This is an optimization exercise on Yosys and OpenROAD, whose aim is a short achievable clock period and few clock cycles, not a production implementation.
The RTL was checked by simulation tests, not by an equivalence proof against the original design.
Power figures rest on the tool's default switching activity, not on a simulated workload.

==> flow/config.mk <==
export PLATFORM = sky130hd
export DESIGN_NAME = OTTER_MCU
export DESIGN_NICKNAME = OTTER_MCU
export VERILOG_FILES = /design/flow/design.v
export SDC_FILE = /design/flow/constraint.sdc
export NUM_CORES = 4
export LEC_CHECK = 0
export ABC_CLOCK_PERIOD_IN_PS = 3000
export CAP_MARGIN = 20
export CORE_MARGIN = 2
export CORE_UTILIZATION = 40
export GPL_TIMING_DRIVEN = 1
export SETUP_SLACK_MARGIN = 5
export SLEW_MARGIN = 20
export TNS_END_PERCENT = 100
==> flow/run.sh <==
#!/bin/bash
# synth_recipe.tcl (not shown) runs the flow's synth.tcl, then flattens the netlist and writes it again
# the make line also repeats each setting of config.mk as NAME=value (left out here)
make -C /OpenROAD-flow-scripts/flow DESIGN_CONFIG=/design/flow/config.mk WORK_HOME=/design/flow/orfs CLKGATE_MAP_FILE= SYNTH_SCRIPT=/design/flow/synth_recipe.tcl finish
==> flow/constraint.sdc <==
create_clock -name core_clock -period 11.0 [get_ports {CLK}]
set_input_delay 2.2000 -clock core_clock [delete_from_list [all_inputs] [get_ports {CLK}]]
set_output_delay 2.2000 -clock core_clock [all_outputs]
set_load 0.01 [all_outputs]
==> flow/design.v <==
`timescale 1ns / 1ps
module REG_FILE(
    input clk,
    input [4:0] RF_ADR1,
    input [4:0] RF_ADR2,
    input RF_EN,
    input [4:0] RF_WA,
    input [31:0] RF_WD,
    output logic [31:0] RF_RS1,
    output logic [31:0] RF_RS2
    );
    logic [31:0] ram [1:31];
    assign RF_RS1 = (RF_ADR1 == 5'd0) ? 32'd0 : ram[RF_ADR1];
    assign RF_RS2 = (RF_ADR2 == 5'd0) ? 32'd0 : ram[RF_ADR2];
    always_ff @(posedge clk) begin
        if (RF_EN && RF_WA != 5'd0)
            ram[RF_WA] <= RF_WD;
    end
endmodule
`timescale 1ns / 1ps
module OTTER_MCU(
    input RST,
    input CLK,
    output [13:0] MEM_ADDR1,
    output MEM_RDEN1,
    input [31:0] MEM_DOUT1,
    output [13:0] MEM_ADDR2,
    output MEM_RDEN2,
    output MEM_WE2,
    output [3:0] MEM_BE2,
    output [31:0] MEM_DIN2,
    input [31:0] MEM_DOUT2
    );
    logic [31:0] fpc;            
    logic        stall;          
    logic        dv;             
    logic [31:0] dpc;
    logic        ev;
    logic [31:0] epc, e_a, e_b, e_imm, e_toff;
    logic        e_fa_m, e_fa_w, e_fb_m, e_fb_w;
    logic        e_a_pc, e_a_zero, e_b_imm;
    logic        e_sub, e_f_add, e_f_sll, e_f_slt, e_f_sltu, e_f_xor, e_f_sr, e_sra,
                 e_f_or, e_f_and;
    logic        e_br, e_jal, e_jalr, e_load, e_store, e_wen;
    logic [2:0]  e_f3;
    logic [4:0]  e_rd;
    logic        mv, m_wen, m_load;
    logic [4:0]  m_rd;
    logic [31:0] m_res;
    logic [2:0]  m_f3;
    logic [1:0]  m_alo;
    logic [31:0] wb;
    assign MEM_ADDR1 = fpc[15:2];
    assign MEM_RDEN1 = ~stall;
    wire [31:0] inst = MEM_DOUT1;
    wire [6:0] opc = inst[6:0];
    wire [2:0] f3  = inst[14:12];
    wire [4:0] rd  = inst[11:7];
    wire [4:0] rs1 = inst[19:15];
    wire [4:0] rs2 = inst[24:20];
    wire d_lui   = (opc == 7'b0110111);
    wire d_auipc = (opc == 7'b0010111);
    wire d_jal   = (opc == 7'b1101111);
    wire d_jalr  = (opc == 7'b1100111);
    wire d_br    = (opc == 7'b1100011);
    wire d_load  = (opc == 7'b0000011);
    wire d_store = (opc == 7'b0100011);
    wire d_opimm = (opc == 7'b0010011);
    wire d_op    = (opc == 7'b0110011);
    wire d_alu   = d_op | d_opimm;
    wire d_use1 = ~(d_lui | d_auipc | d_jal);
    wire d_use2 = d_br | d_store | d_op;
    wire d_wen  = (d_lui | d_auipc | d_jal | d_jalr | d_load | d_alu) & (rd != 5'd0);
    wire [31:0] imm_i = {{21{inst[31]}}, inst[30:20]};
    wire [31:0] imm_s = {{21{inst[31]}}, inst[30:25], inst[11:7]};
    wire [31:0] imm_b = {{20{inst[31]}}, inst[7], inst[30:25], inst[11:8], 1'b0};
    wire [31:0] imm_u = {inst[31:12], 12'd0};
    wire [31:0] imm_j = {{12{inst[31]}}, inst[19:12], inst[20], inst[30:21], 1'b0};
    logic [31:0] d_imm, d_toff;
    always_comb begin
        if (d_lui | d_auipc)      d_imm = imm_u;
        else if (d_jal | d_jalr)  d_imm = 32'd4;
        else if (d_store)         d_imm = imm_s;
        else                      d_imm = imm_i;
        if (d_br)                 d_toff = imm_b;
        else if (d_jal)           d_toff = imm_j;
        else                      d_toff = imm_i;
    end
    wire [31:0] rf_a, rf_b;
    wire        rf_we;
    wire [31:0] rf_wd;
    REG_FILE reg_file(.clk(CLK), .RF_ADR1(rs1), .RF_ADR2(rs2), .RF_EN(rf_we),
        .RF_WA(m_rd), .RF_WD(rf_wd), .RF_RS1(rf_a), .RF_RS2(rf_b));
    wire d_fa_m = d_use1 & ev & e_wen & (rs1 == e_rd);
    wire d_fb_m = d_use2 & ev & e_wen & (rs2 == e_rd);
    wire d_fa_w = d_use1 & mv & m_wen & (rs1 == m_rd);
    wire d_fb_w = d_use2 & mv & m_wen & (rs2 == m_rd);
    wire ld_haz = ev & e_load & (d_fa_m | d_fb_m);
    wire [31:0] fa = e_fa_m ? m_res : (e_fa_w ? wb : e_a);
    wire [31:0] fb = e_fb_m ? m_res : (e_fb_w ? wb : e_b);
    wire [31:0] opA = e_a_pc ? epc : (e_a_zero ? 32'd0 : fa);
    wire [31:0] opB = e_b_imm ? e_imm : fb;
    wire [31:0] sum = opA + (e_sub ? ~opB : opB) + {31'd0, e_sub};
    wire        eq  = (opA == opB);
    wire        lt  = ($signed(opA) < $signed(opB));
    wire        ltu = (opA < opB);
    wire [4:0]  sh  = opB[4:0];
    wire [31:0] sll = opA << sh;
    wire [31:0] srv = $signed({e_sra & opA[31], opA}) >>> sh;
    wire [31:0] res = ({32{e_f_add}}  & sum)
                    | ({32{e_f_sll}}  & sll)
                    | ({32{e_f_slt}}  & {31'd0, lt})
                    | ({32{e_f_sltu}} & {31'd0, ltu})
                    | ({32{e_f_xor}}  & (opA ^ opB))
                    | ({32{e_f_sr}}   & srv)
                    | ({32{e_f_or}}   & (opA | opB))
                    | ({32{e_f_and}}  & (opA & opB));
    logic cond;
    always_comb begin
        case (e_f3[2:1])
            2'b00:   cond = eq;
            2'b10:   cond = lt;
            default: cond = ltu;
        endcase
        cond = cond ^ e_f3[0];
    end
    wire [31:0] tgt = (e_jalr ? fa : epc) + e_toff;
    wire redirect = ev & ~stall & (e_jal | e_jalr | (e_br & cond));
    assign MEM_ADDR2 = sum[15:2];
    assign MEM_RDEN2 = ev & e_load;
    assign MEM_WE2   = ev & e_store & ~stall;
    logic [3:0]  be;
    logic [31:0] din;
    always_comb begin
        case (e_f3[1:0])
            2'b00: begin
                be  = 4'b0001 << sum[1:0];
                din = {4{fb[7:0]}};
            end
            2'b01: begin
                be  = sum[1] ? 4'b1100 : 4'b0011;
                din = {2{fb[15:0]}};
            end
            default: begin
                be  = 4'b1111;
                din = fb;
            end
        endcase
    end
    assign MEM_BE2  = be;
    assign MEM_DIN2 = din;
    logic [31:0] ld;
    always_comb begin
        logic [31:0] shd;
        shd = MEM_DOUT2 >> {m_alo, 3'b000};
        case (m_f3[1:0])
            2'b00:   ld = m_f3[2] ? {24'd0, shd[7:0]}  : {{24{shd[7]}}, shd[7:0]};
            2'b01:   ld = m_f3[2] ? {16'd0, shd[15:0]} : {{16{shd[15]}}, shd[15:0]};
            default: ld = MEM_DOUT2;
        endcase
    end
    assign rf_wd = m_load ? ld : m_res;
    assign rf_we = mv & m_wen;
    always_ff @(posedge CLK) begin
        if (RST) begin
            fpc   <= 32'd0;
            dv    <= 1'b0;
            ev    <= 1'b0;
            mv    <= 1'b0;
            stall <= 1'b0;
        end else begin
            mv <= ev & ~stall;
            if (stall) begin
                stall <= 1'b0;
            end else begin
                ev    <= dv & ~redirect;
                stall <= dv & ~redirect & ld_haz;
                if (redirect) begin
                    fpc <= tgt;
                    dv  <= 1'b0;
                end else begin
                    fpc <= fpc + 32'd4;
                    dv  <= 1'b1;
                end
            end
        end
    end
    always_ff @(posedge CLK) begin
        m_wen  <= e_wen;
        m_load <= e_load;
        m_rd   <= e_rd;
        m_res  <= res;
        m_f3   <= e_f3;
        m_alo  <= sum[1:0];
        if (rf_we) wb <= rf_wd;
        if (stall) begin
            e_a    <= fa;
            e_b    <= fb;
            e_fa_w <= e_fa_m;
            e_fa_m <= 1'b0;
            e_fb_w <= e_fb_m;
            e_fb_m <= 1'b0;
        end else begin
            if (!redirect) dpc <= fpc;
            epc      <= dpc;
            e_a      <= rf_a;
            e_b      <= rf_b;
            e_imm    <= d_imm;
            e_toff   <= d_toff;
            e_fa_m   <= d_fa_m;
            e_fa_w   <= d_fa_w & ~d_fa_m;
            e_fb_m   <= d_fb_m;
            e_fb_w   <= d_fb_w & ~d_fb_m;
            e_a_pc   <= d_auipc | d_jal | d_jalr;
            e_a_zero <= d_lui;
            e_b_imm  <= ~(d_op | d_br);
            e_sub    <= d_op & (f3 == 3'b000) & inst[30];
            e_f_add  <= ~d_alu | (f3 == 3'b000);
            e_f_sll  <= d_alu & (f3 == 3'b001);
            e_f_slt  <= d_alu & (f3 == 3'b010);
            e_f_sltu <= d_alu & (f3 == 3'b011);
            e_f_xor  <= d_alu & (f3 == 3'b100);
            e_f_sr   <= d_alu & (f3 == 3'b101);
            e_sra    <= inst[30];
            e_f_or   <= d_alu & (f3 == 3'b110);
            e_f_and  <= d_alu & (f3 == 3'b111);
            e_br     <= d_br & (f3[2:1] != 2'b01);
            e_jal    <= d_jal;
            e_jalr   <= d_jalr;
            e_load   <= d_load;
            e_store  <= d_store;
            e_wen    <= d_wen;
            e_f3     <= f3;
            e_rd     <= rd;
        end
    end
endmodule
==> out/results.ini <==
[timing]
finalSetupTns_ns = 0
timing.fmax_mhz = 158
fin_worst_skew_ns = 0.0425
rsz0062_at_grt = yes
tightest_slew_ns = 1.20
hold_viol = 0
setup_slack_ns = 4.68
fin_crit_sh = 0.574
relSlewSlack = 0.198
post-route-min-period_ns = 6.32
finalSetupViolCount = 0
drv_slew = 0

[floorplan]
die_area_um2 = 179000
start_util = 0.404
io-pin-count = 133
die_w_um = 423
die_y_um = 423
core-area_um2 = 174000
rows = 153

[drt]
ant_nets = 0
vias_per_cell = 6.47
avgRoutedWirePerCell_um = 33.9
drt_wl_total_um = 262000
dr.pass1.iters = 7
drc = 0
drtIter0Drc = 6614
num_vias = 50100

[clocking]
htree_levels = 4
ctsRootBufferMaster = clkbuf_16
clock_latency_ns = 0.79
cts_buffers = 141
clock_sinks = 1315
cts_tree = yes
clk_pin_slew_worst_paths_ns = 0.06
clockBufferDepth = 3

[worst_setup_path]
cp.required_ns = 8.80
end_kind = output port
crit_type = flip-flop to output port
crit_arrival_ns = 4.12
path_max_fanout = 7
r2r_setup_slack_ns = 5.24
r2r_cells = 15
critPathLaunchType = flip-flop

[yosys]
synth_seq_cells = 1315
async_reset_ff_frac = 0
synth_edf_count = 1167
synth_area_um2 = 70300
synth_nets = 5363
synth.yosys.warnings = 2
ys.flop_type = edfxtp_1
syn_inst = 5136
yosysSeqAreaShare = 0.541
ys_types = 95
avgSynthCellArea_um2 = 13.7

[status]
status = finished clean

[finish]
syn2layout_area_growth_pct = 15.1
layout-drive-gt1-share = 0.240
regArea_um2 = 38000
fill_cells = 15400
num-nets-final = 5517
multi_input_area_um2 = 31100

[global_route]
grt_max_degree = 108
grt_first_pass_wirelength_um = 365000
grt_use_total = 0.286
grt_pass1_vias = 48100
gr-total-overflow = 0
antenna_found_initial = 26

[power_and_ir_drop]
p_leak_nw = 28.0
peakVddDrop_v = 0.000156
pwr_density_cell_nw_per_um2 = 165

[place]
dp_hpwl_um = 166000
pre_cts_ws_ns = 3.68
gp_congestion = 0.962
portBuffers = 132

[worst_hold_path]
worstHoldPathCells = 0
min_path_type = flip-flop to flip-flop

[job]
maxCapViolCount = 0

-- cells by family after synthesis --
family / after synthesis / share of synthesized area
multiplexers: 963 / 0.224
AND/OR/NAND/NOR: 972 / 0.0612
flip-flops: 1315 / 0.541
buffers and inverters: 531 / 0.0319
XOR/XNOR: 97 / 0.0121
AO/OA/AOI/OAI: 1097 / 0.102
adder cells (fa/ha/maj): 161 / 0.0289
-- synthesized netlist by cell type, drive strengths merged (11+ instances only) --
library cell | instances | area, um^2
a211o | 14 | 123
a211oi | 89 | 668
a21o | 56 | 420
a21oi | 294 | 1480
a221oi | 26 | 228
a22o | 11 | 96.3
a22oi | 48 | 360
a311oi | 14 | 123
a31oi | 24 | 150
and2 | 30 | 188
and3 | 12 | 75.1
buf | 166 | 870
clkbuf | 240 | 901
dfxtp | 148 | 2960
edfxtp | 1167 | 35000
ha | 159 | 1990
inv | 122 | 463
mux2 | 100 | 1130
mux2i | 388 | 3890
mux4 | 475 | 10700
nand2 | 368 | 1390
nand2b | 16 | 100
nand3 | 66 | 335
nand3b | 11 | 82.6
nand4 | 21 | 131
nor2 | 312 | 1170
nor2b | 15 | 93.8
nor3 | 58 | 290
nor4 | 16 | 106
o211ai | 34 | 260
o21a | 12 | 90.1
o21ai | 240 | 1200
o221ai | 53 | 464
o22ai | 63 | 394
o31ai | 15 | 118
or2 | 15 | 93.8
or3 | 11 | 68.8
xnor2 | 66 | 578
xor2 | 31 | 272
-- metrics by stage --
step	instances	util	power, W	hold WS, ns	cell area, um^2
floorplan	5136	-	0.00752	0.340	70300
global placement	7348	0.428	0.00862	0.351	74500
detailed placement	7348	0.428	0.00864	0.355	74500
CTS	7705	0.462	0.0133	0.374	80500
global route	7731	0.465	0.0137	0.384	80900
finish	7736	0.465	0.0134	0.376	80900
-- flip-flops by register name, indices dropped and copies added, names as in the netlist, 2 cells and up --
signal,count
e_a,32
dpc,32
m_f3,3
m_alo,2
e_imm,32
fpc,32
e_toff,21
epc,32
m_res,32
wb,32
e_b,32
e_f3,3
reg_file.ram,992
e_rd,5
m_rd,5
-- cell usage in the layout, fill, tap and decap left out, drive strengths merged, types with 21 or more instances in the layout --
master and count:
nand3 66, and2 30, o22ai 63, clkbuf 195
clkdlybuf4s50 106, o221ai 53, dfxtp 148, nand4 21
nand2 369, xor2 31, nor2 313, a221oi 26
ha 159, a21o 56, mux2i 388, mux2 100
mux4 475, a21oi 294, clkinv 60, o211ai 34
a211oi 89, buf 293, xnor2 66, o21ai 240
inv 126, a31oi 24, nor3 58, edfxtp 1167
a22oi 48
-- path summary, 6_finish.rpt --
check,endpoint,startpoint
setup reg to reg,m_res[28],e_fb_w
hold reg to reg,m_wen,e_wen
hold / removal,m_wen,e_wen
setup / recovery,MEM_ADDR2[13],e_fb_w
-- where the power goes --
| group | switching (W) | leakage [nW] | internal, W |
|---|---|---|---|
| sequential | 0.000121 | 12.1 | 0.00597 |
| combinational | 0.00181 | 13.8 | 0.000885 |
| clock | 0.00204 | 2.15 | 0.00254 |
| total | 0.00397 | 28.0 | 0.00939 |
-- worst max-delay path, stage by stage, from the launching register on --
cell	delay [ns]
dfxtp_4	0.37
buf_12	0.14
buf_4	0.11
mux2i_1	0.17
o21a_2	0.23
nor2_1	0.07
a21oi_2	0.19
xnor2_1	0.21
ha_4	0.27
and4_4	0.19
a221o_1	0.33
a211o_1	0.29
nor2_2	0.14
a21oi_4	0.09
a21boi_2	0.22
xnor2_2	0.14
buf_2	0.16
-- cell type report --
cell class / count / area share
diodes: 8 / 0.000247
clock buffers: 193 / 0.0479
clock inverters: 63 / 0.00662
inverters: 125 / 0.00623
multi-input cells: 3292 / 0.385
flip-flops and latches: 1315 / 0.470
well taps: 2325 / 0.0359
repair buffers: 415 / 0.0484
-- per-layer routing --
metal	share of wire	track usage
met1	0.38	0.379
met2	0.46	0.448
met3	0.098	0.0559
met4	0.058	0.149
met5	0.00017	0
-- what timing repair did --
action,in CTS,in global routing
gates resized for setup,180,50
setup endpoints to repair,66,56
pin swaps,53,30
setup buffers,88,22
hold buffers,0,0
cloned,13,0
Testbench counts, summed over its fixed seeds: cycles 69,734.

[afterwards: timing with drivers on the ports]
The results above use ideal ports. As a check the final layout listed here was re-extracted and re-timed, cells and wires unchanged. Step 1: set_driving_cell puts a clkbuf_16 on CLK and a buf_2 on each other input, an assumption about the parent block. Step 2 times the ports against the registers' clock, not the clock port: input delays grow and output delays shrink by t, the midpoint of the rising clock arrivals with the driver on. Three values: ideal, step 1, step 2; two values: the first two.
t, ns: 0.853
setup slack, ns: 4.682 / 4.598 / 4.858
worst setup path after step 2: input to register
worst slew at a driven data input, ns: 0.16
cell pins on the clock port's net: 1
After both steps this run still meets setup and hold. For this run, drivers alone change the setup slack by -0.084 ns; drivers and shift together by +0.176 ns.
